What follows belongs to an exercise in optimizing a design on an open flow for small area, a short achievable clock period and few clock cycles; a production flow would make more cautious choices. At most, simulation tests tie the RTL to the original design; equivalence was not proved. Power figures rest on the tool's default switching activity, not on a simulated workload. The flow treats the clock pin as an ideal source, which a real chip does not have.

willow:
==> module EdCellO, before the edit <==
module EdCellO(input wire a, input wire v, input wire m, input wire mn,
               output wire ao, output wire vo);
    assign ao = ~((a & mn) | v);
    assign vo = ~((m | v) & a);
endmodule
export LEC_CHECK = 0
export ABC_AREA = 1
export CAP_MARGIN = 20
export CORE_MARGIN = 2
export CORE_UTILIZATION = 70
export CTS_BUF_LIST = sky130_fd_sc_hd__clkbuf_16
export CTS_CLUSTER_DIAMETER = 100
export CTS_CLUSTER_SIZE = 30
export PLACE_DENSITY = 0.8
export SETUP_SLACK_MARGIN = 2.9
export SLEW_MARGIN = 20
export SYNTH_HIERARCHICAL = 1
create_clock -name core_clock -period 5.0 [get_ports {clk}]
run.sh (not shown) runs the stock make flow with config.mk's settings and CLKGATE_MAP_FILE= SYNTH_SCRIPT=/design/flow/synth_recipe.tcl, a recipe that flattens the netlist after the stock synthesis.
Inputs modified between willow and amber:
--- a/flow/design.v
+++ b/flow/design.v
@@ -177,9 +177,9 @@
                output wire ao, output wire vo);
     assign ao = ~((m | a) & v);
     assign vo = ~((mn & v) | a);
 endmodule
 module EdCellO(input wire a, input wire v, input wire m, input wire mn,
                output wire ao, output wire vo);
-    assign ao = ~((a & mn) | v);
+    assign ao = ~((mn & a) | v);
     assign vo = ~((m | v) & a);
 endmodule
==> comparison <==
Any difference in count of H-tree levels built during CTS between amber and willow is small enough to ignore. Against willow, setup slack in amber came out better. amber ended with less total power than willow. Part of the total power dissipated in the clock network for amber: 0.3 points up relative to willow. Per the comparison of amber with willow, areal power density over the cells +0.69%; total routed wirelength +about 5%. | number of placement rows | lower: amber |. In terms of register-to-register slack, amber and willow differ only marginally. Final cell count: willow vs amber — no meaningful difference. Re post-detailed-route via-to-cell ratio: willow and amber aren't equal, and the lower value belongs to willow. amber gives more number of buffers outside the clock class in the layout than willow did.
Testbench counts of amber, summed over its fixed seeds: cycles 53,248.
The RTL of willow was laid out without a check of its function.

--- another note on this design; it stands on its own ---

== the previous run ==
## EditDistance
module EditDistance(
output wire [31:0] addr_rom_0,
input  wire [1:0]  data_o_0,
output wire [31:0] addr_rom_1,
input  wire [1:0]  data_o_1,
input  wire clk,
input  wire rst,
output reg         result_en,
output wire [31:0] result_addr,
output wire [31:0] result
);
Size in the first run: ~140 I/O pins, about 13,000 um^2 of cells after synthesis.
Settings: LEC_CHECK=0, ABC_AREA=1, CAP_MARGIN=20, CORE_MARGIN=2, CORE_UTILIZATION=70, PLACE_DENSITY=0.8, SETUP_SLACK_MARGIN=3.05, SLEW_MARGIN=20, SYNTH_HIERARCHICAL=1; clock period 5.0 ns.
standard.sh (not shown) runs the stock make flow with config.mk's settings and CLKGATE_MAP_FILE= SYNTH_SCRIPT=/design/flow/synth_recipe.tcl, a recipe that flattens the netlist after the stock synthesis.
==> flow/flow/run.sh <==
#!/bin/bash
set -euo pipefail
bash standard.sh \
  "CTS_ARGS=-sink_clustering_enable -repair_clock_nets -sink_clustering_size 36 -sink_clustering_max_diameter 120 -buf_list sky130_fd_sc_hd__clkbuf_16 -dont_use_dummy_load" \
  SKIP_REPAIR_TIE_FANOUT=1 \
  finish > flow.log 2>&1
The previous run: full flow OK, the timing, design-rule and antenna checks passed
Testbench counts of the previous run, summed over its fixed seeds: cycles 53,248.
Input changes introduced in the current run (baseline for comparison: the previous run):
Settings: CTS_CLUSTER_SIZE newly set to 24; SETUP_SLACK_MARGIN changed from 3.05 to 2.9; CTS_CLUSTER_DIAMETER newly set to 80; CTS_BUF_LIST newly set to sky130_fd_sc_hd__clkbuf_16.
==> flow/run.sh (new file) <==
#!/bin/bash
# synth_recipe.tcl (not shown) runs the flow's synth.tcl, then flattens the netlist and writes it again
# the make line also repeats each setting of config.mk as NAME=value (left out here)
make -C /OpenROAD-flow-scripts/flow DESIGN_CONFIG=/design/flow/config.mk WORK_HOME=/design/flow/orfs CLKGATE_MAP_FILE= SYNTH_SCRIPT=/design/flow/synth_recipe.tcl finish
removed: flow/flow/run.sh
removed: flow/standard.sh
==> run notes <==
A worst setup path endpoint of addr_rom_0[6] is what the previous run shows, while row[12].vq[15] belongs to the current run.
On worst-case hold slack, the previous run beats the current run.
Compared with the previous run, the current run shows a lower final worst-path setup slack.
Non-clock buffer count grows by a few percent when moving from the previous run to the current run.

what the ideal ports hide:
No port has a modelled driver above. Below, the same layouts with a new extraction and two added sets of constraints.
Step 1 sets driving cells, clkbuf_16 on the clock port and buf_2 on the other inputs (assumed; they add their load-dependent delay and slew).
Step 2, shift: input delay + t, output delay - t, t = (earliest + latest rising clock arrival at the registers) / 2. This alone moves slack from input paths to output paths.
Three values: ideal ports, drivers, drivers and shift; two values: the first two.
run | t, ns | slack for setup (ns) | worst hold slack (ns) | worst setup path at the end | clock arrival spread, ns
willow | 0.533 | 2.914 / 2.870 / 2.484 | 0.327 / 0.327 / 0.327 | input to register | 0.034 / 0.034
amber | 0.532 | 2.937 / 2.894 / 2.483 | 0.338 / 0.338 / 0.338 | input to register | 0.037 / 0.037
the previous run | 0.506 | 2.999 / 2.957 / 2.746 | 0.344 / 0.344 / 0.344 | input to register | 0.074 / 0.074
the current run | 0.539 | 2.875 / 2.875 / 2.468 | 0.334 / 0.334 / 0.334 | input to register | 0.023 / 0.022
After both steps setup and hold are still met in every run listed. The setup slack of amber, which loses most, moves by -0.043 ns with the drivers and by -0.454 ns with both steps.
